From an optimization exercise on the open Yosys and OpenROAD flow, aimed at small area and a short achievable clock period; shortcuts taken in it are not production practice. Function was not checked in any run shown here: the RTL went through the layout flow alone. Power figures rest on the tool's default switching activity, not on a simulated workload.

==> flow/design.v, too long to show whole: its modules and the start of the top module <==
// module add4rpl: 23 lines
// module addsub8: 34 lines
// module alu_log: 23 lines
// module bcd_adj: 52 lines
// module mx81_8: 64 lines
// module rg8l: 19 lines
// module rg8l2: 28 lines
// module s_reg: 51 lines
// module adl_mux: 28 lines
// module adh_mux: 25 lines
// module prog_cnt: 71 lines
// module m6502alu: 125 lines
// module op_dcd: 1212 lines
// module op_sel: 501 lines
// module op_sync: 208 lines
// module m6502_org: 178 lines
module m6502_org (clk,
   addr,
   dataenb,
   datai,
   datao,
   irq_n,
   nmi_n,
   sob_n,
   res_n,
   rdy,
   vpa,
   sync,
   we_n
   );
  // ...
==> flow/flow/run.sh <==
#!/bin/bash
set -e
export BUFFER_PORTS_ARGS="-buffer_cell sky130_fd_sc_hd__buf_2"
bash standard.sh > standard.log 2>&1
==> flow/standard.sh <==
#!/bin/bash
# synth_recipe.tcl (not shown) runs the flow's synth.tcl, then flattens the netlist and writes it again
# the make line also repeats each setting of config.mk as NAME=value (left out here)
make -C /OpenROAD-flow-scripts/flow DESIGN_CONFIG=/design/flow/config.mk WORK_HOME=/design/flow/orfs CLKGATE_MAP_FILE= SYNTH_SCRIPT=/design/flow/synth_recipe.tcl "${@:-finish}"
==> flow/config.mk <==
export PLATFORM = sky130hd
export DESIGN_NAME = m6502_org
export DESIGN_NICKNAME = m6502_org
export VERILOG_FILES = /design/flow/design.v
export SDC_FILE = /design/flow/constraint.sdc
export NUM_CORES = 4
export LEC_CHECK = 0
export ABC_AREA = 1
export CAP_MARGIN = 20
export CORE_MARGIN = 2
export CORE_UTILIZATION = 40
export PLACE_DENSITY = 0.6
export SETUP_SLACK_MARGIN = 5
export SLEW_MARGIN = 20
==> flow/constraint.sdc <==
create_clock -name core_clock -period 10.0 [get_ports {clk}]
set_input_delay 2.0000 -clock core_clock [delete_from_list [all_inputs] [get_ports {clk}]]
set_output_delay 2.0000 -clock core_clock [all_outputs]
set_load 0.01 [all_outputs]
==> reports/summary.md, run 1 <==
* result of the run: no timing/DRC/antenna violations
* clock power share: 17.1%
* commonest cells after routing, fill and taps aside: sky130_fd_sc_hd__nand2_1 (503), sky130_fd_sc_hd__inv_1 (216), sky130_fd_sc_hd__nor2_1 (192)
* uppermost signal routing layer after detailed routing: met4
* Buf+Inv Stages, Crit Path: 5
* number of flops mapped to enable cells by yosys: 80
* post-route core utilization: 52.5%
* vias: 16,124
* cell with the most instances after synthesis: sky130_fd_sc_hd__nand2_1
* Max Clock Skew: 0.0301 ns
* WL met2: 28.4 mm
* multiplexer area fraction after synthesis: 0.0753%
* starting density of the core: 40.8%
* max reg flops: 16
* largest registers ranked by flip-flop count: pc.pc x16, sm.alu_ctl x12
* ys async rst share: 0%
* buffer share of cell area: 11.4%
* cells taking the most area after synthesis: sky130_fd_sc_hd__edfxtp_1 (18%), sky130_fd_sc_hd__nand2_1 (16%), sky130_fd_sc_hd__dfxtp_1 (13%)
* FP Rows: 66
* number of optimization iterations in the first detailed-route pass: 8
* most used flip-flop cell after synthesis: sky130_fd_sc_hd__dfxtp_1
* NetSw: 1860 uW
* FF+latch count, synth: 165
* maximum level of the CTS H-tree: 4
* proportion of power drawn by combinational gates: 55.6%
* Min-Delay Path Class: register to register
* Final Hold Slack: 0.355 ns
* top-area cell type share of the netlist area: 18.1%
* Largest Register: pc.pc
* post-place setup slack: 4.10 ns
* most used cell along the critical path: sky130_fd_sc_hd__nand2_1
* root buffer selected by CTS: sky130_fd_sc_hd__clkbuf_16
* hold path start: sm.nmi1
* Non-CTS buffers: 245
* detailed-routed wire length on met3: 5.92 mm
* Biggest Area Class: multi-input gates
==> module op_dcd, before the edit <==
module op_dcd (clk,
   datai,
   irq_n,
   nmi_n,
   res_n,
   rdy,
   sob_n,
   sync,
   vpa,
   we_n,
   dataenb,
   alu_ctl,
   alu_ld,
   sreg_up,
   sreg_cen,
   prog_ctl,
   reset,
   rg_load,
   adl_sel,
   adh_sel,
   domux_sel,
   alu2op,
   psr,
   opcde,
   cycle,
   alu_ctl_nx);
input   clk;  
input   [7:0] datai;  
input   irq_n;  
input   nmi_n;  
input   res_n;  
input   rdy;  
input   sob_n;  
output  sync;  
output  vpa;  
output  we_n;  
output  dataenb;  
output  [11:0] alu_ctl;  
output  [11:0] alu_ctl_nx;  
output  [2:0] alu_ld;  
output  sreg_up;  
output  sreg_cen;  
output  [6:0] prog_ctl;  
output  reset;  
output  [6:0] rg_load;  
output  [1:0] adl_sel;  
output  [3:0] adh_sel;  
output  [2:0] domux_sel;  
input   [5:0] alu2op;  
output  [7:0] psr;  
output  [7:0] opcde;  
output  [8:1] cycle;  
parameter BRK = 8'b 00000000; 
parameter ORAINX = 8'b 00000001; 
parameter TSBZPG = 8'b 00000100; 
parameter ORAZPG = 8'b 00000101; 
parameter ASLZPG = 8'b 00000110; 
parameter RMB0 = 8'b 00000111; 
parameter BBR0 = 8'b 00001111; 
parameter PHP = 8'b 00001000; 
parameter ORAIMM = 8'b 00001001; 
parameter ASLACC = 8'b 00001010; 
parameter TSBABS = 8'b 00001100; 
parameter ORAABS = 8'b 00001101; 
parameter ASLABS = 8'b 00001110; 
parameter BPL = 8'b 00010000; 
parameter ORAINY = 8'b 00010001; 
parameter ORAIND = 8'b 00010010; 
parameter TRBZPG = 8'b 00010100; 
parameter ORAZPX = 8'b 00010101; 
parameter ASLZPX = 8'b 00010110; 
parameter RMB1 = 8'b 00010111; 
parameter CLC = 8'b 00011000; 
parameter ORAABY = 8'b 00011001; 
parameter INCA = 8'b 00011010; 
parameter TRBABS = 8'b 00011100; 
parameter ORAABX = 8'b 00011101; 
parameter ASLABX = 8'b 00011110; 
parameter JSR = 8'b 00100000; 
parameter BITZPG = 8'b 00100100; 
parameter ROLZPG = 8'b 00100110; 
parameter RMB2 = 8'b 00100111; 
parameter PLP = 8'b 00101000; 
parameter ANDIMM = 8'b 00101001; 
parameter ROLACC = 8'b 00101010; 
parameter BITABS = 8'b 00101100; 
parameter BMI = 8'b 00110000; 
parameter BITZPX = 8'b 00110100; 
parameter ANDIND = 8'b 00110010; 
parameter RMB3 = 8'b 00110111; 
parameter SEC = 8'b 00111000; 
parameter DECA = 8'b 00111010; 
parameter BITABX = 8'b 00111100; 
parameter RTI = 8'b 01000000; 
parameter LSRZPG = 8'b 01000110; 
parameter RMB4 = 8'b 01000111; 
parameter LSRACC = 8'b 01001010; 
parameter PHA = 8'b 01001000; 
parameter EORIMM = 8'b 01001001; 
parameter JMP = 8'b 01001100; 
parameter BVC = 8'b 01010000; 
parameter EORIND = 8'b 01010010; 
parameter RMB5 = 8'b 01010111; 
parameter CLI = 8'b 01011000; 
parameter PHY = 8'b 01011010; 
parameter RTS = 8'b 01100000; 
parameter ADCINX = 8'b 01100001; 
parameter STZZPG = 8'b 01100100; 
parameter ADCZPG = 8'b 01100101; 
parameter RORZPG = 8'b 01100110; 
parameter RMB6 = 8'b 01100111; 
parameter RORACC = 8'b 01101010; 
parameter JMPIND = 8'b 01101100; 
parameter PLA = 8'b 01101000; 
parameter ADCIMM = 8'b 01101001; 
parameter BVS = 8'b 01110000; 
parameter ADCINY = 8'b 01110001; 
parameter ADCIND = 8'b 01110010; 
parameter STZZPX = 8'b 01110100; 
parameter RMB7 = 8'b 01110111; 
parameter SEI = 8'b 01111000; 
parameter PLY = 8'b 01111010; 
parameter JMPAIX = 8'b 01111100; 
parameter BRA = 8'b 10000000; 
parameter STAINX = 8'b 10000001; 
parameter STYZPG = 8'b 10000100; 
parameter STAZPG = 8'b 10000101; 
parameter STXZPG = 8'b 10000110; 
parameter SMB0 = 8'b 10000111; 
parameter DEY = 8'b 10001000; 
parameter BITIMM = 8'b 10001001; 
parameter TXA = 8'b 10001010; 
parameter STYABS = 8'b 10001100; 
parameter STAABS = 8'b 10001101; 
parameter STXABS = 8'b 10001110; 
parameter BCC = 8'b 10010000; 
parameter STAINY = 8'b 10010001; 
parameter STAIND = 8'b 10010010; 
parameter STYZPX = 8'b 10010100; 
parameter STAZPX = 8'b 10010101; 
parameter STXZPY = 8'b 10010110; 
parameter SMB1 = 8'b 10010111; 
parameter TYA = 8'b 10011000; 
parameter STAABY = 8'b 10011001; 
parameter TXS = 8'b 10011010; 
parameter STZABS = 8'b 10011100; 
parameter STAABX = 8'b 10011101; 
parameter STZABX = 8'b 10011110; 
parameter LDYIMM = 8'b 10100000; 
parameter LDXIMM = 8'b 10100010; 
parameter LDYZPG = 8'b 10100100; 
parameter LDXZPG = 8'b 10100110; 
parameter SMB2 = 8'b 10100111; 
parameter TAY = 8'b 10101000; 
parameter LDAIMM = 8'b 10101001; 
parameter TAX = 8'b 10101010; 
parameter LDYABS = 8'b 10101100; 
parameter LDXABS = 8'b 10101110; 
parameter BCS = 8'b 10110000; 
parameter LDAIND = 8'b 10110010; 
parameter LDYZPX = 8'b 10110100; 
parameter LDXZPY = 8'b 10110110; 
parameter SMB3 = 8'b 10110111; 
parameter CLV = 8'b 10111000; 
parameter TSX = 8'b 10111010; 
parameter LDYABX = 8'b 10111100; 
parameter LDXABY = 8'b 10111110; 
parameter CPYIMM = 8'b 11000000; 
parameter CPYZPG = 8'b 11000100; 
parameter DECZPG = 8'b 11000110; 
parameter SMB4 = 8'b 11000111; 
parameter INY = 8'b 11001000; 
parameter CMPIMM = 8'b 11001001; 
parameter DEX = 8'b 11001010; 
parameter CPYABS = 8'b 11001100; 
parameter DECABS = 8'b 11001110; 
parameter BNE = 8'b 11010000; 
parameter CMPIND = 8'b 11010010; 
parameter DECZPX = 8'b 11010110; 
parameter SMB5 = 8'b 11010111; 
parameter CLD = 8'b 11011000; 
parameter PHX = 8'b 11011010; 
parameter DECABX = 8'b 11011110; 
parameter CPXIMM = 8'b 11100000; 
parameter CPXZPG = 8'b 11100100; 
parameter INCZPG = 8'b 11100110; 
parameter SMB6 = 8'b 11100111; 
parameter CPXABS = 8'b 11101100; 
parameter INX = 8'b 11101000; 
parameter SBCIMM = 8'b 11101001; 
parameter NOP = 8'b 11101010; 
parameter INCABS = 8'b 11101110; 
parameter BEQ = 8'b 11110000; 
parameter SBCIND = 8'b 11110010; 
parameter INCZPX = 8'b 11110110; 
parameter SMB7 = 8'b 11110111; 
parameter SED = 8'b 11111000; 
parameter PLX = 8'b 11111010; 
parameter INCABX = 8'b 11111110; 
wire    sync; 
reg     vpa; 
wire    we_n; 
wire    dataenb; 
reg     [11:0] alu_ctl; 
wire    [2:0] alu_ld; 
wire    sreg_up; 
wire    sreg_cen; 
wire    [6:0] prog_ctl; 
wire    reset; 
wire    [6:0] rg_load; 
reg     [1:0] adl_sel; 
reg     [3:0] adh_sel; 
wire    [2:0] domux_sel; 
wire    [7:0] psr; 
wire    [7:0] opcde; 
wire    [8:1] cycle; 
wire    [7:0] opcode;  
wire    [7:0] opcode_in;  
wire    opcode_ld;  
wire    [8:1] state;  
wire    [8:1] state_in;  
reg     syncl;  
reg     wel_n;  
wire    we_d_n;  
wire    pc_load;  
wire    pc_h_load;  
wire    pc_cen;  
wire    pc_sel_datai;  
wire    [1:0] pc_vec_sel;  
wire    pcl_alu_ld;  
reg     [7:0] psrl;  
reg     [7:0] psr_nx;  
reg     sob_n_f;  
wire    aregd_load;  
wire    dregi_load;  
wire    drego_load;  
wire    sreg_load;  
wire    xreg_load;  
wire    yreg_load;  
wire    lreg_load;  
wire    jregi_load;  
wire    jrego_load;  
wire    kregi_load;  
reg     z_flag_f;  
reg     branch_carry_f;  
reg     resetl;  
wire    interrupt;  
reg     reset_proc;  
reg     nmi_proc;  
reg     irq_proc;  
reg     irq;  
wire    irq_pend;  
reg     nmi_pend;  
reg     nmi1;  
reg     nmi2;  
reg     addr_carry;  
wire    imp2psr;  
wire    imp2tx;  
wire    imp2inc;  
wire    imm_1_addr;  
wire    rel_addr;  
wire    zpg_1_addr;  
wire    zpx_1_addr;  
wire    abs_1_addr;  
wire    abx_1_addr;  
wire    aby_1_addr;  
wire    inx_1_addr;  
wire    iny_1_addr;  
wire    ind_1_addr;  
wire    imm_3_addr;  
wire    zpg_3_addr;  
wire    zpx_3_addr;  
wire    abs_3_addr;  
wire    abx_3_addr;  
wire    acc_addr;  
wire    zpg_rmw_addr;  
wire    zpx_rmw_addr;  
wire    abs_rmw_addr;  
wire    abx_rmw_addr;  
wire    type1_read;  
reg     type1_calc;  
wire    type2_read;  
reg     type2_calc;  
reg     type2_write;  
reg     type2_done;  
wire    type3_read;  
reg     type3_calc;  
wire    branch_take;  
wire    adc_op;  
wire    lda_op;  
wire    cmp_op;  
wire    cpx_op;  
wire    cpy_op;  
wire    ora_op;  
wire    and_op;  
wire    eor_op;  
wire    sta_op;  
wire    sbc_op;  
wire    asl_op;  
wire    lsr_op;  
wire    rol_op;  
wire    ror_op;  
wire    inc_op;  
wire    dec_op;  
wire    ldx_op;  
wire    ldy_op;  
wire    stx_op;  
wire    sty_op;  
wire    bit_op;  
wire    rmb_op;  
wire    smb_op;  
wire    bbx_op;  
wire    stz_op;  
wire    trb_op;  
wire    tsb_op;  
wire    [11:0] alu_ctl_d;  
wire    [1:0] alu_ctl_bsel;  
wire    alu_ctl_carry;  
wire    alu_ctl_bcd;  
wire    [2:0] alu_ctl_mode;  
wire    log_b_inv;  
assign alu_ctl_nx = rdy ? alu_ctl_d : alu_ctl;
assign psr = psrl; 
assign sync = syncl; 
assign we_d_n = opcode == BRK & reset_proc == 1'b 0 & 
		(state[1] == 1'b 1 | state[2] == 1'b 1 | state[3] == 1'b 1) | 
		(opcode == PHA | opcode == PHP | 
		opcode == PHX | opcode == PHY) & 
		state[1] == 1'b 1 | opcode == JSR & 
		(state[2] == 1'b 1 | state[3] == 1'b 1) | opcode == STAZPG & 
		state[1] == 1'b 1 | opcode == STAZPX & 
		state[2] == 1'b 1 | opcode == STAABS & 
		state[2] == 1'b 1 | opcode == STAABX & 
		state[2] == 1'b 1 | opcode == STAABY & 
		state[2] == 1'b 1 | opcode == STAIND & 
		state[3] == 1'b 1 | opcode == STAINX & 
		state[4] == 1'b 1 | opcode == STAINY & 
		state[3] == 1'b 1 | opcode == STXZPG & 
		state[1] == 1'b 1 | opcode == STXZPY & 
		state[2] == 1'b 1 | opcode == STXABS & 
		state[2] == 1'b 1 | opcode == STYZPG & 
		state[1] == 1'b 1 | opcode == STYZPX & 
		state[2] == 1'b 1 | opcode == STYABS & 
		state[2] == 1'b 1 | opcode == STZZPG & 
		state[1] == 1'b 1 | opcode == STZZPX & 
		state[2] == 1'b 1 | opcode == STZABS & 
		state[2] == 1'b 1 | opcode == STZABX & 
		state[3] == 1'b 1 | type2_calc == 1'b 1 ? 1'b 0 : 
	1'b 1; 
assign we_n = wel_n; 
assign dataenb = ~wel_n; 
assign reset = resetl; 
always @(*)
   begin : elr
   if (resetl == 1'b 1)
      begin
      psr_nx[7] = 1'b 0;
      end
   else
      begin
      if (rdy == 1'b 1 & (
		(opcode == PLP | opcode == RTI) & 
		state[2] == 1'b 1 | type3_read == 1'b 1 & 
		bit_op == 1'b 1))
         begin
         psr_nx[7] = datai[7];
         end
      else if (rdy == 1'b 1 & (type1_calc == 1'b 1 & 
		(adc_op == 1'b 1 | sbc_op == 1'b 1 | 
		asl_op == 1'b 1 | lsr_op == 1'b 1 | 
		ror_op == 1'b 1 | rol_op == 1'b 1 | 
		cmp_op == 1'b 1 | eor_op == 1'b 1 | 
		and_op == 1'b 1 | ora_op == 1'b 1 | 
		lda_op == 1'b 1) | type3_calc == 1'b 1 & 
		(cpx_op == 1'b 1 | cpy_op == 1'b 1 | 
		ldx_op == 1'b 1 | ldy_op == 1'b 1) | 
		type2_write == 1'b 1 & (asl_op == 1'b 1 | 
		lsr_op == 1'b 1 | ror_op == 1'b 1 | 
		rol_op == 1'b 1 | dec_op == 1'b 1 | 
		inc_op == 1'b 1) | state[2] == 1'b 1 & (imp2inc == 1'b 1 | 
		imp2tx == 1'b 1 & ~(opcode == 
		TXS)) | state[3] == 1'b 1 & (opcode == PLA | 
		opcode == PLX | opcode == PLY)) )
         begin
         psr_nx[7] = alu2op[5];
         end
      else
         begin
         psr_nx[7] = psrl[7];
         end
      end
   if (resetl == 1'b 1)
      begin
      psr_nx[6] = 1'b 0;
      end
   else
      begin
      if (sob_n == 1'b 0 & sob_n_f == 1'b 1)
         begin
         psr_nx[6] = 1'b 1;
         end
      else if (rdy == 1'b 1 & (
		(opcode == PLP | opcode == RTI) & 
		state[2] == 1'b 1 | type3_read == 1'b 1 & 
		bit_op == 1'b 1) )
         begin
         psr_nx[6] = datai[6];
         end
      else if (rdy == 1'b 1 & opcode == CLV & 
		state[2] == 1'b 1 )
         begin
         psr_nx[6] = 1'b 0;
         end
      else if (rdy == 1'b 1 & type1_calc == 1'b 1 & 
		(adc_op == 1'b 1 | sbc_op == 1'b 1) )
         begin
         psr_nx[6] = alu2op[4];
         end
      else
         begin
         psr_nx[6] = psrl[6];
         end
      end
   if (resetl == 1'b 1)
      begin
      psr_nx[5] = 1'b 0;
      end
   else
      begin
      if (rdy == 1'b 1 & (opcode == PLP | 
		opcode == RTI) & state[2] == 1'b 1)
         begin
         psr_nx[5] = datai[5];
         end
      else
         begin
         psr_nx[5] = psrl[5];
         end
      end
   if (resetl == 1'b 1)
      begin
      psr_nx[4] = 1'b 0;
      end
   else
      begin
      if (rdy == 1'b 1 & opcode == RTI & 
		state[2] == 1'b 1)
         begin
         psr_nx[4] = 1'b 0;
         end
      else if (rdy == 1'b 1 & opcode == PLP & 
		state[2] == 1'b 1 )
         begin
         psr_nx[4] = datai[4];
         end
      else if (rdy == 1'b 1 & opcode == BRK & 
		state[1] == 1'b 1 & interrupt == 1'b 0 )
         begin
         psr_nx[4] = 1'b 1;
         end
      else
         begin
         psr_nx[4] = psrl[4];
         end
      end
   if (resetl == 1'b 1)
      begin
      psr_nx[3] = 1'b 0;
      end
   else
      begin
      if (rdy == 1'b 1 & (opcode == PLP | 
		opcode == RTI) & state[2] == 1'b 1)
         begin
         psr_nx[3] = datai[3];
         end
      else if (rdy == 1'b 1 & opcode == CLD & 
		state[2] == 1'b 1 )
         begin
         psr_nx[3] = 1'b 0;
         end
      else if (rdy == 1'b 1 & opcode == SED & 
		state[2] == 1'b 1 )
         begin
         psr_nx[3] = 1'b 1;
         end
      else
         begin
         psr_nx[3] = psrl[3];
         end
      end
   if (resetl == 1'b 1)
      begin
      psr_nx[2] = 1'b 1;
      end
   else
      begin
      if (rdy == 1'b 1 & (opcode == PLP | 
		opcode == RTI) & state[2] == 1'b 1)
         begin
         psr_nx[2] = datai[2];
         end
      else if (rdy == 1'b 1 & (state[5] == 1'b 1 & opcode == BRK | 
		opcode == SEI & state[2] == 1'b 1) )
         begin
         psr_nx[2] = 1'b 1;
         end
      else if (rdy == 1'b 1 & opcode == CLI & 
		state[2] == 1'b 1 )
         begin
         psr_nx[2] = 1'b 0;
         end
      else
         begin
         psr_nx[2] = psrl[2];
         end
      end
   if (resetl == 1'b 1)
      begin
      psr_nx[1] = 1'b 0;
      end
   else
      begin
      if (rdy == 1'b 1 & (opcode == PLP | 
		opcode == RTI) & state[2] == 1'b 1)
         begin
         psr_nx[1] = datai[1];
         end
      else if (rdy == 1'b 1 & (type1_calc == 1'b 1 & 
		(adc_op == 1'b 1 | sbc_op == 1'b 1 | 
		asl_op == 1'b 1 | lsr_op == 1'b 1 | 
		ror_op == 1'b 1 | rol_op == 1'b 1 | 
		cmp_op == 1'b 1 | eor_op == 1'b 1 | 
		and_op == 1'b 1 | ora_op == 1'b 1 | 
		lda_op == 1'b 1) | type3_calc == 1'b 1 & 
		(cpx_op == 1'b 1 | cpy_op == 1'b 1 | 
		ldx_op == 1'b 1 | ldy_op == 1'b 1) | 
		type2_write == 1'b 1 & (asl_op == 1'b 1 | 
		lsr_op == 1'b 1 | ror_op == 1'b 1 | 
		rol_op == 1'b 1 | dec_op == 1'b 1 | 
		inc_op == 1'b 1) | state[2] == 1'b 1 & (imp2inc == 1'b 1 | 
		imp2tx == 1'b 1 & ~(opcode == 
		TXS)) | type3_calc == 1'b 1 & bit_op == 
		1'b 1 | type2_done == 1'b 1 & (tsb_op == 
		1'b 1 | trb_op == 1'b 1) | state[3] == 1'b 1 & (opcode == PLA | 
		opcode == PLX | opcode == PLY)) )
         begin
         psr_nx[1] = alu2op[1];
         end
      else
         begin
         psr_nx[1] = psrl[1];
         end
      end
   if (resetl == 1'b 1)
      begin
      psr_nx[0] = 1'b 0;
      end
   else
      begin
      if (rdy == 1'b 1 & opcode == CLC & 
		state[2] == 1'b 1)
         begin
         psr_nx[0] = 1'b 0;
         end
      else if (rdy == 1'b 1 & opcode == SEC & 
		state[2] == 1'b 1 )
         begin
         psr_nx[0] = 1'b 1;
         end
      else if (rdy == 1'b 1 & (opcode == PLP | 
		opcode == RTI) & state[2] == 1'b 1 )
         begin
         psr_nx[0] = datai[0];
         end
      else if (rdy == 1'b 1 & (type1_calc == 1'b 1 & 
		(adc_op == 1'b 1 | sbc_op == 1'b 1 | 
		asl_op == 1'b 1 | lsr_op == 1'b 1 | 
		ror_op == 1'b 1 | rol_op == 1'b 1 | 
		cmp_op == 1'b 1) | type3_calc == 1'b 1 & 
		(cpx_op == 1'b 1 | cpy_op == 1'b 1) | 
		type2_write == 1'b 1 & (asl_op == 1'b 1 | 
		lsr_op == 1'b 1 | ror_op == 1'b 1 | 
		rol_op == 1'b 1)) )
         begin
         psr_nx[0] = alu2op[0];
         end
      else
         begin
         psr_nx[0] = psrl[0];
         end
      end
   end
always @(posedge clk)
   psrl <= psr_nx;
assign cycle = state; 
assign opcde = opcode; 
always @(posedge clk)
   begin : misc
   if (resetl == 1'b 1)
      begin
      reset_proc <= 1'b 1;
      end
   else if (state[6] == 1'b 1 )
      begin
      reset_proc <= 1'b 0;
      end
   if (irq_pend == 1'b 1 & syncl == 1'b 1 & 
		rdy == 1'b 1)
      begin
      irq_proc <= 1'b 1;
      end
   else if (state[6] == 1'b 1 | resetl == 1'b 1 )
      begin
      irq_proc <= 1'b 0;
      end
   if (nmi_pend == 1'b 1 & syncl == 1'b 1 & 
		rdy == 1'b 1)
      begin
      nmi_proc <= 1'b 1;
      end
   else if (state[6] == 1'b 1 | resetl == 1'b 1 )
      begin
      nmi_proc <= 1'b 0;
      end
   resetl <= ~res_n;
   irq <= ~irq_n;
   if (nmi2 == 1'b 0 & nmi1 == 1'b 1)
      begin
      nmi_pend <= 1'b 1;
      end
   else if (nmi_proc == 1'b 1 | resetl == 1'b 1 )
      begin
      nmi_pend <= 1'b 0;
      end
   nmi2 <= nmi1;
   nmi1 <= ~nmi_n;
   if (resetl == 1'b 1)
      begin
      addr_carry <= 1'b 0;
      end
   else if (rdy == 1'b 1 & (opcode == JMPAIX & 
		state[1] == 1'b 1 | iny_1_addr == 1'b 1 & 
		state[2] == 1'b 1 | abx_rmw_addr == 1'b 1 & 
		state[1] == 1'b 1 | abx_1_addr == 1'b 1 & 
		state[1] == 1'b 1 | abx_3_addr == 1'b 1 & 
		state[1] == 1'b 1 | aby_1_addr == 1'b 1 & 
		state[1] == 1'b 1) )
      begin
      addr_carry <= alu2op[3];
      end
   else
      begin
      addr_carry <= addr_carry;
      end
   end
always @(posedge clk)
   begin : pipe
   if (rdy == 1'b 1)
      begin
      alu_ctl <= alu_ctl_d;
      wel_n <= we_d_n;
      z_flag_f <= alu2op[1];
      branch_carry_f <= alu2op[2];
      type1_calc <= type1_read;
      type2_done <= type2_write;
      type2_write <= type2_calc;
      type2_calc <= type2_read;
      type3_calc <= type3_read;
      sob_n_f <= sob_n;
      end
   end
rg8l opcd (.di(opcode_in),
          .ld(opcode_ld),
          .dout(opcode),
          .clk(clk));
assign opcode_ld = syncl & rdy | resetl; 
assign opcode_in = resetl == 1'b 1 | nmi_pend == 1'b 1 | 
		irq_pend == 1'b 1 ? BRK : 
	datai; 
assign irq_pend = irq & ~psrl[2] & ~nmi_pend; 
rg8l st ( 
.di(state_in),
.ld(rdy),
.dout(state),
          .clk(clk));
assign state_in = opcode_ld == 1'b 1 ? 8'b 00000001 : 
	{state[7:1] , 1'b 0}; 
assign pc_cen = rdy == 1'b 1 & (syncl == 1'b 1 & 
		nmi_pend == 1'b 0 & irq_pend == 1'b 0 | 
		opcode == BRK & interrupt == 1'b 0 & 
		state[1] == 1'b 1 | opcode == BRK & 
		state[5] == 1'b 1 | imm_1_addr == 1'b 1 & 
		state[1] == 1'b 1 | imm_3_addr == 1'b 1 & 
		state[1] == 1'b 1 | bbx_op == 1'b 1 & 
		state[1] == 1'b 1 | bbx_op == 1'b 1 & 
		state[3] == 1'b 1 | rel_addr == 1'b 1 & 
		state[1] == 1'b 1 | zpg_1_addr == 1'b 1 & 
		state[1] == 1'b 1 | zpg_3_addr == 1'b 1 & 
		state[1] == 1'b 1 | zpg_rmw_addr == 1'b 1 & 
		state[1] == 1'b 1 | zpx_rmw_addr == 1'b 1 & 
		state[1] == 1'b 1 | zpx_1_addr == 1'b 1 & 
		state[1] == 1'b 1 | zpx_3_addr == 1'b 1 & 
		state[1] == 1'b 1 | iny_1_addr == 1'b 1 & 
		state[1] == 1'b 1 | ind_1_addr == 1'b 1 & 
		state[1] == 1'b 1 | 
		(abs_1_addr == 1'b 1 | abx_1_addr == 1'b 1 | 
		aby_1_addr == 1'b 1 | abs_3_addr == 1'b 1 | 
		abx_3_addr == 1'b 1 | opcode == STZABX | 
		abs_rmw_addr == 1'b 1 | abx_rmw_addr == 1'b 1) & 
		(state[1] == 1'b 1 | state[2] == 1'b 1) | inx_1_addr == 1'b 1 & 
		state[1] == 1'b 1 | opcode == JMPAIX & 
		(state[1] == 1'b 1 | state[4] == 1'b 1) | opcode == JSR & 
		state[1] == 1'b 1 | opcode == RTS & 
		state[4] == 1'b 1 | opcode == JMP & 
		state[1] == 1'b 1 | opcode == JMPIND & 
		(state[1] == 1'b 1 | state[3] == 1'b 1)) ? 1'b 1 : 
	1'b 0; 
assign pc_load = resetl == 1'b 1 | rdy == 1'b 1 & 
		(opcode == BRK & state[4] == 1'b 1 | opcode == BRK & 
		state[6] == 1'b 1 | bbx_op == 1'b 1 & 
		state[5] == 1'b 1 & branch_carry_f == 1'b 1 | 
		rel_addr == 1'b 1 & state[3] == 1'b 1 & branch_carry_f == 1'b 1 | 
		opcode == RTI & state[4] == 1'b 1 | opcode == RTS & 
		state[3] == 1'b 1 | opcode == JMP & 
		state[2] == 1'b 1 | opcode == JMPAIX & 
		state[3] == 1'b 1 | opcode == JMPAIX & 
		state[5] == 1'b 1 | opcode == JMPIND & 
		state[2] == 1'b 1 | opcode == JSR & 
		state[5] == 1'b 1 | opcode == JMPIND & 
		state[4] == 1'b 1) ? 1'b 1 : 
	1'b 0; 
assign pc_h_load = resetl == 1'b 1 | bbx_op == 1'b 1 & 
		state[4] == 1'b 1 | rel_addr == 1'b 1 & 
		state[2] == 1'b 1 | opcode == BRK & 
		state[5] == 1'b 1 | opcode == RTI & 
		state[3] == 1'b 1 | opcode == RTS & 
		state[2] == 1'b 1 | opcode == JMP & 
		state[1] == 1'b 1 | opcode == JMPIND & 
		state[1] == 1'b 1 | opcode == JMPAIX & 
		state[2] == 1'b 1 | opcode == JMPAIX & 
		state[4] == 1'b 1 | opcode == JSR & 
		state[1] == 1'b 1 | opcode == JMPIND & 
		state[3] == 1'b 1 ? 1'b 1 : 
	1'b 0; 
assign pc_sel_datai = bbx_op == 1'b 1 & (state[4] == 1'b 1 | state[5] == 1'b 1) | rel_addr == 1'b 1 & 
		(state[2] == 1'b 1 | state[3] == 1'b 1) | opcode == JMPAIX & 
		(state[2] == 1'b 1 | state[3] == 1'b 1) | opcode == JSR & 
		state[5] == 1'b 1 ? 1'b 0 : 
	1'b 1; 
assign pc_vec_sel = resetl == 1'b 1 | opcode == BRK & 
		state[4] == 1'b 1 & reset_proc == 1'b 1 ? 2'b 10 : 
	opcode == BRK & state[4] == 1'b 1 & nmi_proc == 1'b 1 ? 2'b 01 : 
	opcode == BRK & state[4] == 1'b 1 ? 2'b 11 : 
	2'b 00; 
assign pcl_alu_ld = bbx_op == 1'b 1 & branch_take == 1'b 1 & 
		alu2op[2] == 1'b 0 & state[4] == 1'b 1 | rel_addr == 1'b 1 & 
		branch_take == 1'b 1 & alu2op[2] == 1'b 0 & state[2] == 1'b 1 ? 1'b 1 : 
	1'b 0; 
assign prog_ctl = {{{{{pc_vec_sel , pcl_alu_ld} , pc_sel_datai} , pc_load} , pc_h_load} , pc_cen}; 
assign sreg_cen = rdy == 1'b 1 & (opcode == BRK & 
		state[2] == 1'b 1 | opcode == BRK & 
		state[3] == 1'b 1 | opcode == BRK & 
		state[4] == 1'b 1 | 
		(opcode == PHA | opcode == PHP | 
		opcode == PHX | opcode == PHY) & 
		state[2] == 1'b 1 | opcode == RTI & 
		(state[1] == 1'b 1 | state[2] == 1'b 1 | state[3] == 1'b 1) | opcode == RTS & 
		(state[1] == 1'b 1 | state[2] == 1'b 1) | opcode == JSR & 
		(state[3] == 1'b 1 | state[4] == 1'b 1) | 
		(opcode == PLA | opcode == PLP | 
		opcode == PLX | opcode == PLY) & 
		state[1] == 1'b 1) ? 1'b 1 : 
	1'b 0; 
assign sreg_up = opcode == RTS | opcode == RTI | 
		(opcode == PLA | opcode == PLP | 
		opcode == PLX | opcode == PLY) & 
		state[1] == 1'b 1 ? 1'b 1 : 
	1'b 0; 
assign interrupt = reset_proc | nmi_proc | irq_proc; 
assign aregd_load = resetl == 1'b 1 | type1_calc == 1'b 1 & 
		(adc_op == 1'b 1 | ora_op == 1'b 1 | 
		eor_op == 1'b 1 | and_op == 1'b 1 | 
		sbc_op == 1'b 1 | lda_op == 1'b 1 | 
		acc_addr == 1'b 1) | 
		(opcode == DECA | opcode == INCA) & 
		state[2] == 1'b 1 | 
		(opcode == TXA | opcode == TYA) & 
		state[1] == 1'b 1 | opcode == PLA & 
		state[3] == 1'b 1 ? 1'b 1 : 
	1'b 0; 
assign dregi_load = rdy == 1'b 1 & (bbx_op == 1'b 1 & 
		state[1] == 1'b 1 | zpg_1_addr == 1'b 1 & 
		state[1] == 1'b 1 | zpg_3_addr == 1'b 1 & 
		state[1] == 1'b 1 | abs_1_addr == 1'b 1 & 
		state[2] == 1'b 1 | abs_3_addr == 1'b 1 & 
		state[2] == 1'b 1 | abs_rmw_addr == 1'b 1 & 
		state[2] == 1'b 1 | zpg_rmw_addr == 1'b 1 & 
		state[1] == 1'b 1 | ind_1_addr == 1'b 1 & 
		state[1] == 1'b 1 | ind_1_addr == 1'b 1 & 
		state[3] == 1'b 1 | inx_1_addr == 1'b 1 & 
		state[4] == 1'b 1 | iny_1_addr == 1'b 1 & 
		state[1] == 1'b 1) ? 1'b 1 : 
	1'b 0; 
assign drego_load = resetl == 1'b 1 | rdy == 1'b 1 & 
		(opcode == STZABX & state[3] == 1'b 1 | abx_rmw_addr == 1'b 1 & 
		state[3] == 1'b 1) ? 1'b 1 : 
	1'b 0; 
assign sreg_load = opcode == TXS & state[1] == 1'b 1 ? 1'b 1 : 
	1'b 0; 
assign xreg_load = resetl == 1'b 1 | type3_calc == 1'b 1 & 
		ldx_op == 1'b 1 | opcode == PLX & 
		state[3] == 1'b 1 | 
		(opcode == INX | opcode == DEX) & 
		state[2] == 1'b 1 | 
		(opcode == TAX | opcode == TSX) & 
		state[1] == 1'b 1 ? 1'b 1 : 
	1'b 0; 
assign yreg_load = resetl == 1'b 1 | type3_calc == 1'b 1 & 
		ldy_op == 1'b 1 | 
		(opcode == INY | opcode == DEY) & 
		state[2] == 1'b 1 | opcode == PLY & 
		state[3] == 1'b 1 | opcode == TAY & 
		state[1] == 1'b 1 ? 1'b 1 : 
	1'b 0; 
assign lreg_load = resetl == 1'b 1 | rdy == 1'b 1 & 
		(abs_1_addr == 1'b 1 & state[2] == 1'b 1 | abs_3_addr == 1'b 1 & 
		state[2] == 1'b 1 | zpx_rmw_addr == 1'b 1 & 
		state[2] == 1'b 1 | abs_rmw_addr == 1'b 1 & 
		state[2] == 1'b 1 | abx_rmw_addr == 1'b 1 & 
		state[2] == 1'b 1 | 
		(abx_1_addr == 1'b 1 | aby_1_addr == 1'b 1 | 
		abx_3_addr == 1'b 1 | opcode == STZABX) & 
		state[2] == 1'b 1 | inx_1_addr == 1'b 1 & 
		(state[2] == 1'b 1 | state[3] == 1'b 1 | state[4] == 1'b 1) | iny_1_addr == 1'b 1 & 
		(state[2] == 1'b 1 | state[3] == 1'b 1) | ind_1_addr == 1'b 1 & 
		(state[2] == 1'b 1 | state[3] == 1'b 1) | opcode == BITABS & 
		state[2] == 1'b 1 | zpx_1_addr == 1'b 1 & 
		state[2] == 1'b 1 | zpx_3_addr == 1'b 1 & 
		state[2] == 1'b 1) ? 1'b 1 : 
	1'b 0; 
assign rg_load = {{{{{{lreg_load , yreg_load} , xreg_load} , sreg_load} , drego_load} , dregi_load} , aregd_load}; 
assign alu_ctl_d = {{{{{{log_b_inv , opcode[6:4]} , alu_ctl_bsel} , resetl} , alu_ctl_carry} , alu_ctl_bcd} , alu_ctl_mode}; 
assign alu_ctl_mode = trb_op == 1'b 1 & type2_calc == 1'b 1 ? 3'b 111 : 
	type1_read == 1'b 1 & eor_op == 1'b 1 ? 3'b 110 : 
	opcode == STZZPG & state[1] == 1'b 1 | opcode == STZZPX & 
		state[2] == 1'b 1 | opcode == STZABS & 
		state[2] == 1'b 1 | opcode == STZABX & 
		state[3] == 1'b 1 | bbx_op == 1'b 1 & 
		state[2] == 1'b 1 | type1_read == 1'b 1 & 
		and_op == 1'b 1 | bit_op == 1'b 1 & 
		type3_read == 1'b 1 | trb_op == 1'b 1 & 
		type2_write == 1'b 1 | tsb_op == 1'b 1 & 
		type2_write == 1'b 1 | rmb_op == 1'b 1 & 
		type2_calc == 1'b 1 ? 3'b 100 : 
	(type1_read == 1'b 1 | type2_read == 1'b 1 | 
		type2_calc == 1'b 1) & (asl_op == 1'b 1 | 
		rol_op == 1'b 1) ? 3'b 010 : 
	(type1_read == 1'b 1 | type2_read == 1'b 1 | 
		type2_calc == 1'b 1) & (lsr_op == 1'b 1 | 
		ror_op == 1'b 1) ? 3'b 011 : 
	(type2_read == 1'b 1 | type2_calc == 1'b 1) & 
		dec_op == 1'b 1 | 
		(opcode == DEX | opcode == DEY | 
		opcode == DECA) & state[1] == 1'b 1 | type1_read == 1'b 1 & 
		(sbc_op == 1'b 1 | cmp_op == 1'b 1) | 
		type3_read == 1'b 1 & (cpx_op == 1'b 1 | 
		cpy_op == 1'b 1) ? 3'b 001 : 
	bbx_op == 1'b 1 & (state[3] == 1'b 1 | state[4] == 1'b 1) | rel_addr == 1'b 1 & 
		(state[1] == 1'b 1 | state[2] == 1'b 1) | 
		(opcode == INX | opcode == INY | 
		opcode == INCA) & state[1] == 1'b 1 | opcode == JMPAIX & 
		(state[1] == 1'b 1 | state[2] == 1'b 1) | zpx_1_addr == 1'b 1 & 
		state[1] == 1'b 1 | zpx_3_addr == 1'b 1 & 
		state[1] == 1'b 1 | inx_1_addr == 1'b 1 & 
		(state[1] == 1'b 1 | state[2] == 1'b 1) | 
		(abx_1_addr == 1'b 1 | aby_1_addr == 1'b 1 | 
		abx_3_addr == 1'b 1 | opcode == STZABX) & 
		(state[1] == 1'b 1 | state[2] == 1'b 1) | ind_1_addr == 1'b 1 & 
		state[1] == 1'b 1 | iny_1_addr == 1'b 1 & 
		(state[1] == 1'b 1 | state[2] == 1'b 1 | state[3] == 1'b 1) | zpx_rmw_addr == 1'b 1 & 
		state[1] == 1'b 1 | abx_rmw_addr == 1'b 1 & 
		(state[1] == 1'b 1 | state[2] == 1'b 1) | 
		(type2_read == 1'b 1 | type2_calc == 1'b 1) & 
		inc_op == 1'b 1 | type1_read == 1'b 1 & 
		adc_op == 1'b 1 ? 3'b 000 : 
	3'b 101; 
assign alu_ctl_bcd = psrl[3] == 1'b 1 & type1_read == 1'b 1 & 
		(adc_op == 1'b 1 | sbc_op == 1'b 1) ? 1'b 1 : 
	1'b 0; 
assign alu_ctl_carry = (opcode == INX | opcode == INY | 
		opcode == INCA) & state[1] == 1'b 1 | bbx_op == 1'b 1 & 
		state[3] == 1'b 1 | rel_addr == 1'b 1 & 
		state[1] == 1'b 1 | inx_1_addr == 1'b 1 & 
		state[2] == 1'b 1 | iny_1_addr == 1'b 1 & 
		state[1] == 1'b 1 | ind_1_addr == 1'b 1 & 
		state[1] == 1'b 1 | 
		(type2_read == 1'b 1 | type2_calc == 1'b 1) & 
		inc_op == 1'b 1 | type1_read == 1'b 1 & 
		cmp_op == 1'b 1 | type3_read == 1'b 1 & 
		(cpx_op == 1'b 1 | cpy_op == 1'b 1) ? 1'b 1 : 
	type1_read == 1'b 1 & (adc_op == 1'b 1 | 
		sbc_op == 1'b 1) | 
		(type2_read == 1'b 1 | type2_calc == 1'b 1 | 
		type1_read == 1'b 1) & (ror_op == 1'b 1 | 
		rol_op == 1'b 1) ? psrl[0] : 
	opcode == JMPAIX & state[2] == 1'b 1 | abx_rmw_addr == 1'b 1 & 
		state[2] == 1'b 1 | iny_1_addr == 1'b 1 & 
		state[3] == 1'b 1 | 
		(abx_1_addr == 1'b 1 | aby_1_addr == 1'b 1 | 
		abx_3_addr == 1'b 1 | opcode == STZABX) & 
		state[2] == 1'b 1 ? alu2op[3] : 
	1'b 0; 
assign alu_ctl_bsel = bbx_op == 1'b 1 & state[4] == 1'b 1 | rel_addr == 1'b 1 & 
		state[2] == 1'b 1 | bbx_op == 1'b 1 & 
		state[2] == 1'b 1 | smb_op == 1'b 1 & 
		type2_calc == 1'b 1 | rmb_op == 1'b 1 & 
		type2_calc == 1'b 1 ? 2'b 01 : 
	type1_read == 1'b 1 & ~(lda_op == 
		1'b 1) | type3_read == 1'b 1 & (cpx_op == 
		1'b 1 | cpy_op == 1'b 1 | bit_op == 
		1'b 1) | opcode == JMPAIX & state[1] == 1'b 1 | opcode == STZABX & 
		state[1] == 1'b 1 | bbx_op == 1'b 1 & 
		state[3] == 1'b 1 | trb_op == 1'b 1 & 
		(type2_calc == 1'b 1 | type2_write == 1'b 1) | 
		tsb_op == 1'b 1 & (type2_calc == 1'b 1 | 
		type2_write == 1'b 1) | rel_addr == 1'b 1 & 
		state[1] == 1'b 1 | inx_1_addr == 1'b 1 & 
		(state[1] == 1'b 1 | state[2] == 1'b 1) | abx_3_addr == 1'b 1 & 
		state[1] == 1'b 1 | abx_1_addr == 1'b 1 & 
		state[1] == 1'b 1 | aby_1_addr == 1'b 1 & 
		state[1] == 1'b 1 | iny_1_addr == 1'b 1 & 
		state[2] == 1'b 1 | zpx_rmw_addr == 1'b 1 & 
		state[1] == 1'b 1 | abx_rmw_addr == 1'b 1 & 
		state[1] == 1'b 1 | zpx_3_addr == 1'b 1 & 
		state[1] == 1'b 1 | zpx_1_addr == 1'b 1 & 
		state[1] == 1'b 1 ? 2'b 10 : 
	2'b 00; 
assign log_b_inv = rmb_op == 1'b 1 & type2_calc == 1'b 1 ? 1'b 1 : 
	1'b 0; 
assign jregi_load = rdy == 1'b 1 & (type2_read == 1'b 1 & 
		~(tsb_op == 1'b 1 | trb_op == 
		1'b 1) | opcode == JMPAIX & state[2] == 1'b 1 | opcode == JSR & 
		state[2] == 1'b 1 | 
		(opcode == PLA | opcode == PLX | 
		opcode == PLY) & state[2] == 1'b 1 | opcode == STZABX & 
		state[2] == 1'b 1 | bbx_op == 1'b 1 & 
		state[2] == 1'b 1 | abs_1_addr == 1'b 1 & 
		state[1] == 1'b 1 | abs_3_addr == 1'b 1 & 
		state[1] == 1'b 1 | inx_1_addr == 1'b 1 & 
		state[3] == 1'b 1 | ind_1_addr == 1'b 1 & 
		(state[1] == 1'b 1 | state[2] == 1'b 1) | iny_1_addr == 1'b 1 & 
		(state[1] == 1'b 1 | state[3] == 1'b 1) | 
		(abx_1_addr == 1'b 1 | aby_1_addr == 1'b 1) & 
		state[2] == 1'b 1 | abx_3_addr == 1'b 1 & 
		state[2] == 1'b 1 | abs_rmw_addr == 1'b 1 & 
		state[1] == 1'b 1 | abx_rmw_addr == 1'b 1 & 
		state[2] == 1'b 1 | lda_op == 1'b 1 & 
		type1_read == 1'b 1 | ldx_op == 1'b 1 & 
		type3_read == 1'b 1 | ldy_op == 1'b 1 & 
		type3_read == 1'b 1) ? 1'b 1 : 
	1'b 0; 
assign jrego_load = resetl == 1'b 1 | rdy == 1'b 1 & 
		(state[1] == 1'b 1 & (imp2inc == 1'b 1 | 
		imp2tx == 1'b 1) | opcode == STZABX & 
		state[1] == 1'b 1 | type1_read == 1'b 1 | 
		type3_read == 1'b 1 | type2_read == 1'b 1 & 
		(tsb_op == 1'b 1 | trb_op == 1'b 1) | 
		zpx_1_addr == 1'b 1 & state[1] == 1'b 1 | zpx_3_addr == 1'b 1 & 
		state[1] == 1'b 1 | abx_1_addr == 1'b 1 & 
		state[1] == 1'b 1 | abx_3_addr == 1'b 1 & 
		state[1] == 1'b 1 | aby_1_addr == 1'b 1 & 
		state[1] == 1'b 1 | inx_1_addr == 1'b 1 & 
		state[1] == 1'b 1 | iny_1_addr == 1'b 1 & 
		state[2] == 1'b 1 | zpx_rmw_addr == 1'b 1 & 
		state[1] == 1'b 1 | abx_rmw_addr == 1'b 1 & 
		state[1] == 1'b 1 | opcode == JMPAIX & 
		state[1] == 1'b 1 | bbx_op == 1'b 1 & 
		(state[3] == 1'b 1 | state[4] == 1'b 1) | rel_addr == 1'b 1 & 
		(state[1] == 1'b 1 | state[2] == 1'b 1)) ? 1'b 1 : 
	1'b 0; 
assign kregi_load = resetl == 1'b 1 | rdy == 1'b 1 & 
		(type1_read == 1'b 1 | type3_read == 1'b 1 | 
		opcode == JMPAIX & state[1] == 1'b 1 | opcode == STZABX & 
		state[1] == 1'b 1 | bbx_op == 1'b 1 & 
		state[3] == 1'b 1 | type2_read == 1'b 1 & 
		(tsb_op == 1'b 1 | trb_op == 1'b 1) | 
		rel_addr == 1'b 1 & state[1] == 1'b 1 | zpx_rmw_addr == 1'b 1 & 
		state[1] == 1'b 1 | abx_rmw_addr == 1'b 1 & 
		state[1] == 1'b 1 | zpx_1_addr == 1'b 1 & 
		state[1] == 1'b 1 | zpx_3_addr == 1'b 1 & 
		state[1] == 1'b 1 | abx_1_addr == 1'b 1 & 
		state[1] == 1'b 1 | abx_3_addr == 1'b 1 & 
		state[1] == 1'b 1 | aby_1_addr == 1'b 1 & 
		state[1] == 1'b 1 | iny_1_addr == 1'b 1 & 
		state[2] == 1'b 1 | inx_1_addr == 1'b 1 & 
		state[1] == 1'b 1) ? 1'b 1 : 
	1'b 0; 
assign alu_ld = {{kregi_load , jrego_load} , jregi_load}; 
assign imp2psr = opcode == CLC | opcode == SEC | 
		opcode == CLI | opcode == SEI | 
		opcode == CLV | opcode == CLD | 
		opcode == SED ? 1'b 1 : 
	1'b 0; 
assign imp2tx = opcode == TXA | opcode == TXS | 
		opcode == TAX | opcode == TSX | 
		opcode == TYA | opcode == TAY ? 1'b 1 : 
	1'b 0; 
assign imp2inc = opcode == DECA | opcode == INCA | 
		opcode == DEX | opcode == DEY | 
		opcode == INX | opcode == INY ? 1'b 1 : 
	1'b 0; 
assign imm_1_addr = opcode[4:0] == 5'b 01001 ? 1'b 1 : 
	1'b 0; 
assign rel_addr = opcode[4:0] == BPL[4:0] | opcode == BRA ? 1'b 1 : 
	1'b 0; 
assign branch_take = opcode[3] == BPL[3] & (opcode[7:5] == BPL[7:5] & psrl[7] == 1'b 0 | opcode[7:5] == BMI[7:5] & psrl[7] == 1'b 1 | opcode[7:5] == BVC[7:5] & psrl[6] == 1'b 0 | opcode[7:5] == BVS[7:5] & psrl[6] == 1'b 1 | opcode[7:5] == BCC[7:5] & psrl[0] == 1'b 0 | opcode[7:5] == BCS[7:5] & psrl[0] == 1'b 1 | opcode[7:5] == BNE[7:5] & psrl[1] == 1'b 0 | opcode[7:5] == BEQ[7:5] & psrl[1] == 1'b 1 | opcode[7:4] == BRA[7:4]) | opcode[3] == BBR0[3] & ~z_flag_f == opcode[7] ? 1'b 1 : 
	1'b 0; 
assign zpg_1_addr = opcode[4:0] == ADCZPG[4:0] ? 1'b 1 : 
	1'b 0; 
assign zpx_1_addr = opcode[4:0] == ORAZPX[4:0] ? 1'b 1 : 
	1'b 0; 
assign abs_1_addr = opcode[4:0] == ORAABS[4:0] ? 1'b 1 : 
	1'b 0; 
assign abx_1_addr = opcode[4:0] == ORAABX[4:0] ? 1'b 1 : 
	1'b 0; 
assign aby_1_addr = opcode[4:0] == ORAABY[4:0] ? 1'b 1 : 
	1'b 0; 
assign inx_1_addr = opcode[4:0] == ADCINX[4:0] ? 1'b 1 : 
	1'b 0; 
assign iny_1_addr = opcode[4:0] == ADCINY[4:0] ? 1'b 1 : 
	1'b 0; 
assign ind_1_addr = opcode[4:0] == ADCIND[4:0] ? 1'b 1 : 
	1'b 0; 
assign acc_addr = opcode[7] == ASLACC[7] & opcode[4:0] == ASLACC[4:0] ? 1'b 1 : 
	1'b 0; 
assign zpg_rmw_addr = opcode[7] == ASLZPG[7] & opcode[4:0] == ASLZPG[4:0] | opcode == DECZPG | opcode == 
		INCZPG | rmb_op == 1'b 1 | smb_op == 
		1'b 1 | opcode == TRBZPG | opcode == 
		TSBZPG ? 1'b 1 : 
	1'b 0; 
assign zpx_rmw_addr = opcode[7] == ASLZPX[7] & opcode[4:0] == ASLZPX[4:0] | opcode == DECZPX | opcode == 
		INCZPX ? 1'b 1 : 
	1'b 0; 
assign abs_rmw_addr = opcode[7] == ASLABS[7] & opcode[4:0] == ASLABS[4:0] | opcode == DECABS | opcode == 
		INCABS | opcode == TRBABS | opcode == 
		TSBABS ? 1'b 1 : 
	1'b 0; 
assign abx_rmw_addr = opcode[7] == ASLABX[7] & opcode[4:0] == ASLABX[4:0] | opcode == DECABX | opcode == 
		INCABX ? 1'b 1 : 
	1'b 0; 
assign imm_3_addr = opcode == LDYIMM | opcode == LDXIMM | 
		opcode == CPXIMM | opcode == CPYIMM | 
		opcode == BITIMM ? 1'b 1 : 
	1'b 0; 
assign zpg_3_addr = opcode == BITZPG | opcode == STYZPG | 
		opcode == LDYZPG | opcode == CPYZPG | 
		opcode == CPXZPG | opcode == LDXZPG | 
		opcode == STXZPG | opcode == STZZPG ? 1'b 1 : 
	1'b 0; 
assign zpx_3_addr = opcode == LDXZPY | opcode == LDYZPX | 
		opcode == STXZPY | opcode == STYZPX | 
		opcode == BITZPX | opcode == STZZPX ? 1'b 1 : 
	1'b 0; 
assign abs_3_addr = opcode == STYABS | opcode == STXABS | 
		opcode == CPXABS | opcode == CPYABS | 
		opcode == BITABS | opcode == LDXABS | 
		opcode == LDYABS | opcode == STZABS ? 1'b 1 : 
	1'b 0; 
assign abx_3_addr = opcode == LDYABX | opcode == LDXABY | 
		opcode == BITABX ? 1'b 1 : 
	1'b 0; 
assign type1_read = imm_1_addr == 1'b 1 & state[1] == 1'b 1 | acc_addr == 1'b 1 & 
		state[1] == 1'b 1 | inx_1_addr == 1'b 1 & 
		state[5] == 1'b 1 | iny_1_addr == 1'b 1 & 
		state[4] == 1'b 1 | ind_1_addr == 1'b 1 & 
		state[4] == 1'b 1 | zpx_1_addr == 1'b 1 & 
		state[3] == 1'b 1 | abs_1_addr == 1'b 1 & 
		state[3] == 1'b 1 | abx_1_addr == 1'b 1 & 
		state[3] == 1'b 1 | aby_1_addr == 1'b 1 & 
		state[3] == 1'b 1 | zpg_1_addr == 1'b 1 & 
		state[2] == 1'b 1 ? 1'b 1 : 
	1'b 0; 
assign type2_read = zpg_rmw_addr == 1'b 1 & state[2] == 1'b 1 | zpx_rmw_addr == 1'b 1 & 
		state[3] == 1'b 1 | abs_rmw_addr == 1'b 1 & 
		state[3] == 1'b 1 | abx_rmw_addr == 1'b 1 & 
		state[4] == 1'b 1 ? 1'b 1 : 
	1'b 0; 
assign type3_read = imm_3_addr & state[1] | zpg_3_addr & state[2] | zpx_3_addr & state[3] | abs_3_addr & state[3] | abx_3_addr & state[3]; 
assign adc_op = opcode[7:5] == ADCIMM[7:5] & opcode[1:0] == ADCIMM[1:0] | opcode == ADCIND ? 1'b 1 : 
	1'b 0; 
assign sbc_op = opcode[7:5] == SBCIMM[7:5] & opcode[1:0] == SBCIMM[1:0] | opcode == SBCIND ? 1'b 1 : 
	1'b 0; 
assign ora_op = opcode[7:5] == ORAIMM[7:5] & opcode[1:0] == ORAIMM[1:0] | opcode == ORAIND ? 1'b 1 : 
	1'b 0; 
assign and_op = opcode[7:5] == ANDIMM[7:5] & opcode[1:0] == ANDIMM[1:0] | opcode == ANDIND ? 1'b 1 : 
	1'b 0; 
assign eor_op = opcode[7:5] == EORIMM[7:5] & opcode[1:0] == EORIMM[1:0] | opcode == EORIND ? 1'b 1 : 
	1'b 0; 
assign sta_op = opcode[7:5] == STAZPG[7:5] & opcode[1:0] == STAZPG[1:0] | opcode == STAIND ? 1'b 1 : 
	1'b 0; 
assign lda_op = opcode[7:5] == LDAIMM[7:5] & opcode[1:0] == LDAIMM[1:0] | opcode == LDAIND ? 1'b 1 : 
	1'b 0; 
assign cmp_op = opcode[7:5] == CMPIMM[7:5] & opcode[1:0] == CMPIMM[1:0] | opcode == CMPIND ? 1'b 1 : 
	1'b 0; 
assign asl_op = opcode[7:5] == ASLZPG[7:5] & opcode[2:0] == ASLZPG[2:0] | opcode == ASLACC ? 1'b 1 : 
	1'b 0; 
assign lsr_op = opcode[7:5] == LSRZPG[7:5] & opcode[2:0] == LSRZPG[2:0] | opcode == LSRACC ? 1'b 1 : 
	1'b 0; 
assign ror_op = opcode[7:5] == RORZPG[7:5] & opcode[2:0] == RORZPG[2:0] | opcode == RORACC ? 1'b 1 : 
	1'b 0; 
assign rol_op = opcode[7:5] == ROLZPG[7:5] & opcode[2:0] == ROLZPG[2:0] | opcode == ROLACC ? 1'b 1 : 
	1'b 0; 
assign inc_op = opcode[7:5] == INCZPG[7:5] & opcode[2:0] == INCZPG[2:0] ? 1'b 1 : 
	1'b 0; 
assign dec_op = opcode[7:5] == DECZPG[7:5] & opcode[2:0] == DECZPG[2:0] ? 1'b 1 : 
	1'b 0; 
assign cpx_op = opcode == CPXIMM | opcode == CPXZPG | 
		opcode == CPXABS ? 1'b 1 : 
	1'b 0; 
assign cpy_op = opcode == CPYIMM | opcode == CPYZPG | 
		opcode == CPYABS ? 1'b 1 : 
	1'b 0; 
assign ldx_op = opcode == LDXIMM | opcode == LDXZPG | 
		opcode == LDXZPY | opcode == LDXABS | 
		opcode == LDXABY ? 1'b 1 : 
	1'b 0; 
assign ldy_op = opcode == LDYIMM | opcode == LDYZPG | 
		opcode == LDYZPX | opcode == LDYABS | 
		opcode == LDYABX ? 1'b 1 : 
	1'b 0; 
assign stx_op = opcode == STXZPG | opcode == STXZPY | 
		opcode == STXABS ? 1'b 1 : 
	1'b 0; 
assign sty_op = opcode == STYZPG | opcode == STYZPX | 
		opcode == STYABS ? 1'b 1 : 
	1'b 0; 
assign bit_op = opcode == BITZPG | opcode == BITABS | 
		opcode == BITIMM | opcode == BITZPX | 
		opcode == BITABX ? 1'b 1 : 
	1'b 0; 
assign rmb_op = opcode == RMB0 | opcode == RMB1 | 
		opcode == RMB2 | opcode == RMB3 | 
		opcode == RMB4 | opcode == RMB5 | 
		opcode == RMB6 | opcode == RMB7 ? 1'b 1 : 
	1'b 0; 
assign smb_op = opcode == SMB0 | opcode == SMB1 | 
		opcode == SMB2 | opcode == SMB3 | 
		opcode == SMB4 | opcode == SMB5 | 
		opcode == SMB6 | opcode == SMB7 ? 1'b 1 : 
	1'b 0; 
assign bbx_op = opcode[3:0] == BBR0[3:0] ? 1'b 1 : 
	1'b 0; 
assign stz_op = opcode == STZZPG | opcode == STZZPX | 
		opcode == STZABS | opcode == STZABX ? 1'b 1 : 
	1'b 0; 
assign trb_op = opcode == TRBZPG | opcode == TRBABS ? 1'b 1 : 
	1'b 0; 
assign tsb_op = opcode == TSBZPG | opcode == TSBABS ? 1'b 1 : 
	1'b 0; 
wire    [1:0] adl_sel_a, adl_sel_b, adl_sel_c;
wire    [3:0] adh_sel_a, adh_sel_b, adh_sel_c;
wire    [2:0] domux_sel_a, domux_sel_b, domux_sel_c;
wire    vpa_a, vpa_b, vpa_c;
op_sel sel_a (.opcode(opcode_in), .state(8'b 00000001),
          .type2_calc(type2_read), .type2_write(type2_calc),
          .adl_sel(adl_sel_a), .adh_sel(adh_sel_a), .domux_sel(domux_sel_a), .vpa(vpa_a));
op_sel sel_b (.opcode(opcode), .state({state[7:1], 1'b 0}),
          .type2_calc(type2_read), .type2_write(type2_calc),
          .adl_sel(adl_sel_b), .adh_sel(adh_sel_b), .domux_sel(domux_sel_b), .vpa(vpa_b));
op_sel sel_c (.opcode(BRK), .state(state),
          .type2_calc(type2_calc), .type2_write(type2_write),
          .adl_sel(adl_sel_c), .adh_sel(adh_sel_c), .domux_sel(domux_sel_c), .vpa(vpa_c));
op_sel sel_d (.opcode(opcode), .state(state),
          .type2_calc(type2_calc), .type2_write(type2_write),
          .adl_sel(), .adh_sel(), .domux_sel(domux_sel), .vpa());
always @(posedge clk)
   begin : selr
   if (rdy == 1'b 1)
      begin
      if (opcode_ld == 1'b 1)
         begin
         adl_sel <= adl_sel_a; adh_sel <= adh_sel_a; vpa <= vpa_a;
         end
      else
         begin
         adl_sel <= adl_sel_b; adh_sel <= adh_sel_b; vpa <= vpa_b;
         end
      end
   else if (opcode_ld == 1'b 1)
      begin
      adl_sel <= adl_sel_c; adh_sel <= adh_sel_c; vpa <= vpa_c;
      end
   end
wire    sync_b;
op_sync syn_b (.opcode(opcode_ld == 1'b 1 ? BRK : opcode),
          .state(rdy == 1'b 1 ? {state[7:1], 1'b 0} : state),
          .psr(psr_nx),
          .z_flag_f(rdy == 1'b 1 ? alu2op[1] : z_flag_f),
          .branch_carry_f(rdy == 1'b 1 ? alu2op[2] : branch_carry_f),
          .type1_calc(rdy == 1'b 1 ? type1_read : type1_calc),
          .type2_done(rdy == 1'b 1 ? type2_write : type2_done),
          .type3_calc(rdy == 1'b 1 ? type3_read : type3_calc),
          .syncl(sync_b));
always @(posedge clk)
   begin : syncr
   if (rdy == 1'b 1 & opcode_ld == 1'b 1)
      syncl <= type1_read | type2_write | type3_read;
   else
      syncl <= sync_b;
   end
endmodule  
==> inputs of run 2 (changes only) <==
--- a/flow/design.v
+++ b/flow/design.v
@@ -754,7 +754,7 @@
 parameter PLX = 8'b 11111010; 
 parameter INCABX = 8'b 11111110; 
 wire    sync; 
-reg     vpa; 
+wire    vpa; 
 wire    we_n; 
 wire    dataenb; 
 reg     [11:0] alu_ctl; 
@@ -765,8 +765,8 @@
 wire    reset; 
 wire    [6:0] rg_load; 
 reg     [1:0] adl_sel; 
-reg     [3:0] adh_sel; 
-wire    [2:0] domux_sel; 
+wire    [3:0] adh_sel; 
+reg     [2:0] domux_sel; 
 wire    [7:0] psr; 
 wire    [7:0] opcde; 
 wire    [8:1] cycle; 
@@ -1729,23 +1729,23 @@
           .adl_sel(adl_sel_c), .adh_sel(adh_sel_c), .domux_sel(domux_sel_c), .vpa(vpa_c));
 op_sel sel_d (.opcode(opcode), .state(state),
           .type2_calc(type2_calc), .type2_write(type2_write),
-          .adl_sel(), .adh_sel(), .domux_sel(domux_sel), .vpa());
+          .adl_sel(), .adh_sel(adh_sel), .domux_sel(), .vpa(vpa));
 always @(posedge clk)
    begin : selr
    if (rdy == 1'b 1)
       begin
       if (opcode_ld == 1'b 1)
          begin
-         adl_sel <= adl_sel_a; adh_sel <= adh_sel_a; vpa <= vpa_a;
+         adl_sel <= adl_sel_a; domux_sel <= domux_sel_a;
          end
       else
          begin
-         adl_sel <= adl_sel_b; adh_sel <= adh_sel_b; vpa <= vpa_b;
+         adl_sel <= adl_sel_b; domux_sel <= domux_sel_b;
          end
       end
    else if (opcode_ld == 1'b 1)
       begin
-      adl_sel <= adl_sel_c; adh_sel <= adh_sel_c; vpa <= vpa_c;
+      adl_sel <= adl_sel_c; domux_sel <= domux_sel_c;
       end
    end
 wire    sync_b;
--- a/flow/config.mk
+++ b/flow/config.mk
@@ -9,6 +9,6 @@
 export CAP_MARGIN = 20
 export CORE_MARGIN = 2
 export CORE_UTILIZATION = 40
-export PLACE_DENSITY = 0.6
+export PLACE_DENSITY = 0.7
 export SETUP_SLACK_MARGIN = 5
 export SLEW_MARGIN = 20
==> reports/summary.md, run 2 <==
* total core area: 0.0325 mm2, was 0.0326 mm2
* vias: 15,106, was 16,124
* starting density of the core: 40.4%, was 40.8%
* Worst Reg2Reg Path Length in Cells: 21, was 44
* slew at the pin closest to its max-slew limit: 1.09 ns, was 1.00 ns
* Worst-Skew Late Latency: 0.46 ns, was 0.47 ns
* number of flops mapped to enable cells by yosys: 78, was 80
* detail-routed via count per cell: 6.02, was 5.96
* Setup violations, final: 0, unchanged
* number of nets in the layout: 2,111, was 2,309
* total routing usage reported by global routing: 33.2%, was 35.7%
* capture point of the critical path: addr[9], was datao[3]
* upper clock frequency limit: 0.201 GHz, was 0.182 GHz
* result of the run: no timing/DRC/antenna violations, unchanged
* cell with the most instances after synthesis: sky130_fd_sc_hd__nand2_1, unchanged
* post-route total power: 3350 uW, was 3900 uW
* smallest setup slack after layout: 5.02 ns, was 4.50 ns
* final count of hold timing violations: 0, unchanged
* post-synthesis cell count: 1,982, was 2,039
* total of warnings raised by yosys: 7, unchanged
* DRC violation count after routing: 0, unchanged
* fin crit period: 4.98 ns, was 5.50 ns
* Largest Register: pc.pc, unchanged
* category of the critical setup timing path: register to primary output, unchanged
* FF+latch count, synth: 163, was 165
* leakage power: 0.00680 uW, was 0.00799 uW
* commonest cells after routing, fill and taps aside: sky130_fd_sc_hd__nand2_1 (407), sky130_fd_sc_hd__inv_1 (272), sky130_fd_sc_hd__nor2_1 (202), was sky130_fd_sc_hd__nand2_1 (503), sky130_fd_sc_hd__inv_1 (216), sky130_fd_sc_hd__nor2_1 (192)
* CTS Hold Buffers Added: 0, unchanged
* Mean Syn Cell Area: 6.62 um2, was 6.52 um2
* Critical R2R Launch: alu.jreg[2], was sm.opcd.ido[0]
* max reg flops: 16, unchanged
* Port Buffer Count: 41, unchanged
* setup repair after global routing missed its margin: true, unchanged
* root buffer selected by CTS: sky130_fd_sc_hd__clkbuf_16, unchanged
* number of clock sinks seen by CTS: 163, was 165
* most used flip-flop cell after synthesis: sky130_fd_sc_hd__dfxtp_1, unchanged
* number of global-route vias before repair: 13,769, was 14,875
* largest net degree at the start of global routing: 49, was 36
* Syn Std Cell Area: 0.0131 mm2, was 0.0133 mm2
* number of buffers added by the clock tree synthesis step: 17, unchanged
* Worst Setup End Kind: primary output, unchanged
* CP startpoint: sm.opcd.ido[0], was sm.opcd.ido[7]
* cells taking the most area after synthesis: sky130_fd_sc_hd__edfxtp_1 (18%), sky130_fd_sc_hd__dfxtp_1 (13%), sky130_fd_sc_hd__nand2_1 (12%), was sky130_fd_sc_hd__edfxtp_1 (18%), sky130_fd_sc_hd__nand2_1 (16%), sky130_fd_sc_hd__dfxtp_1 (13%)
* area of the die: 0.0343 mm2, was 0.0347 mm2
* antenna violations before repair: 1, was 0
* Min-Delay Path Class: register to register, unchanged
* Die Ht: 185 um, was 186 um
* setup tns final: 0 ns, unchanged
* wire length of the first global-routing pass: 84.5 mm, was 93.6 mm
* Final Hold Slack: 0.354 ns, was 0.355 ns
* worst vdd ir: 157 uV, was 142 uV
* maximum level of the CTS H-tree: 4, unchanged
* final worst-path cycle share: 49.8%, was 55.0%
* width of the chip: 185 um, was 186 um
* largest registers ranked by flip-flop count: pc.pc x16, sm.alu_ctl x12, unchanged
* Max Clock Skew: 0.0223 ns, was 0.0301 ns
* Worst R2R Setup Slack: 5.24 ns, was 4.63 ns
* top-area cell type share of the netlist area: 17.8%, was 18.1%
* post-DR wirelength/cell: 22.9 um, was 23.8 um
* area delta synth->final: 16.0%, was 28.7%
* R2R Path End: pc.pc[13], was sm.syncl
* ys async rst share: 0%, unchanged
* post-place setup slack: 4.66 ns, was 4.10 ns
* slew margin rel.: 27.1%, was 32.4%
* initial DRC count: 2,247, was 2,103
* critical path launch point type: register, unchanged
* FP Rows: 66, unchanged
* HPWL after DPL: 44.0 mm, was 46.5 mm
* number of optimization iterations in the first detailed-route pass: 7, was 8
* CTS tree: done, unchanged
* highest fanout seen on the critical path: 7, was 8
run 2: cell types whose count changed after synthesis, sizes merged, moves of 10 or more:
cell / delta
nand2: -173
inv: +57
nor2: -32
o22ai: +31
nand4: -15
o211ai: +15
nand3: +12
o21ai: +10
run 2: cells by family (layout without fill, tap and decap cells):
logic type	after synthesis	count (layout)	synth area share (%)
flip-flops	163	163	30.8
adder cells (fa/ha/maj)	45	45	4.46
XOR/XNOR	47	47	3.14
buffers and inverters	369	452	10.9
AO/OA/AOI/OAI	452	452	21.2
other	0	1	0
AND/OR/NAND/NOR	906	906	29.4
run 2: metrics by stage:
| stage | utilization, % | cell area [um2] |
|---|---|---|
| 2_1_floorplan | - | 13100 |
| 3_3_place_gp | 42.2 | 13700 |
| 3_5_place_dp | 42.2 | 13700 |
| 4_1_cts | 45.0 | 14600 |
| 5_1_grt | 46.9 | 15200 |
| 6_report | 46.9 | 15200 |
run 2: worst max-delay path: stages (launching register included):
cell	delay, ns
sky130_fd_sc_hd__edfxtp_1	0.50
sky130_fd_sc_hd__buf_4	0.19
sky130_fd_sc_hd__nor2_4	0.19
sky130_fd_sc_hd__nand2_1	0.29
sky130_fd_sc_hd__nor2_4	0.32
sky130_fd_sc_hd__a21oi_2	0.16
sky130_fd_sc_hd__o2111ai_4	0.34
sky130_fd_sc_hd__nor2_4	0.08
sky130_fd_sc_hd__buf_4	0.17
sky130_fd_sc_hd__nand2_1	0.07
sky130_fd_sc_hd__o21ai_0	0.07
sky130_fd_sc_hd__buf_2	0.15
run 2: where the power goes:
part,leakage (uW),switching (uW),internal (uW)
Clock,0.000286,350,336
Sequential,0.00151,120,866
Combinational,0.00501,1090,589
Total,0.00680,1560,1790
run 2: cell type report:
cell class / count / area, um2
diodes: 1 / 2.50
clock inverters: 15 / 158
inverters: 307 / 1170
fillers: 3243 / 17200
clock buffers: 17 / 425
repair buffers: 113 / 759
well taps: 442 / 553
multi-input cells: 1450 / 8110
flip-flops and latches: 163 / 4050
run 2: worst min path at each step:
stage,slack (ns),depth (start not counted),end,start
finish,0.35,0,sm.nmi2,sm.nmi1
global route,0.37,0,sm.nmi2,sm.nmi1
CTS,0.36,0,sm.nmi2,sm.nmi1
detailed placement,0.34,0,sm.nmi2,sm.nmi1
global placement,0.34,0,sm.nmi2,sm.nmi1
floorplan,0.33,0,sm.nmi2,sm.nmi1
run 2: routing by layer:
metal	vias up	routed length, um	GRT usage, %
met5	-	0	0
li1	6833	-	-
met4	0	3780	18.4
met2	1057	24900	52.0
met1	6978	22500	43.4
met3	238	6200	5.78
run 2: repair_timing:
| action | in CTS | in global routing |
|---|---|---|
| pin swaps | 3 | 17 |
| resized for setup | 27 | 91 |
| setup buffers | 27 | 30 |
| gates cloned | 0 | 0 |
| setup endpoints to repair | 16 | 26 |
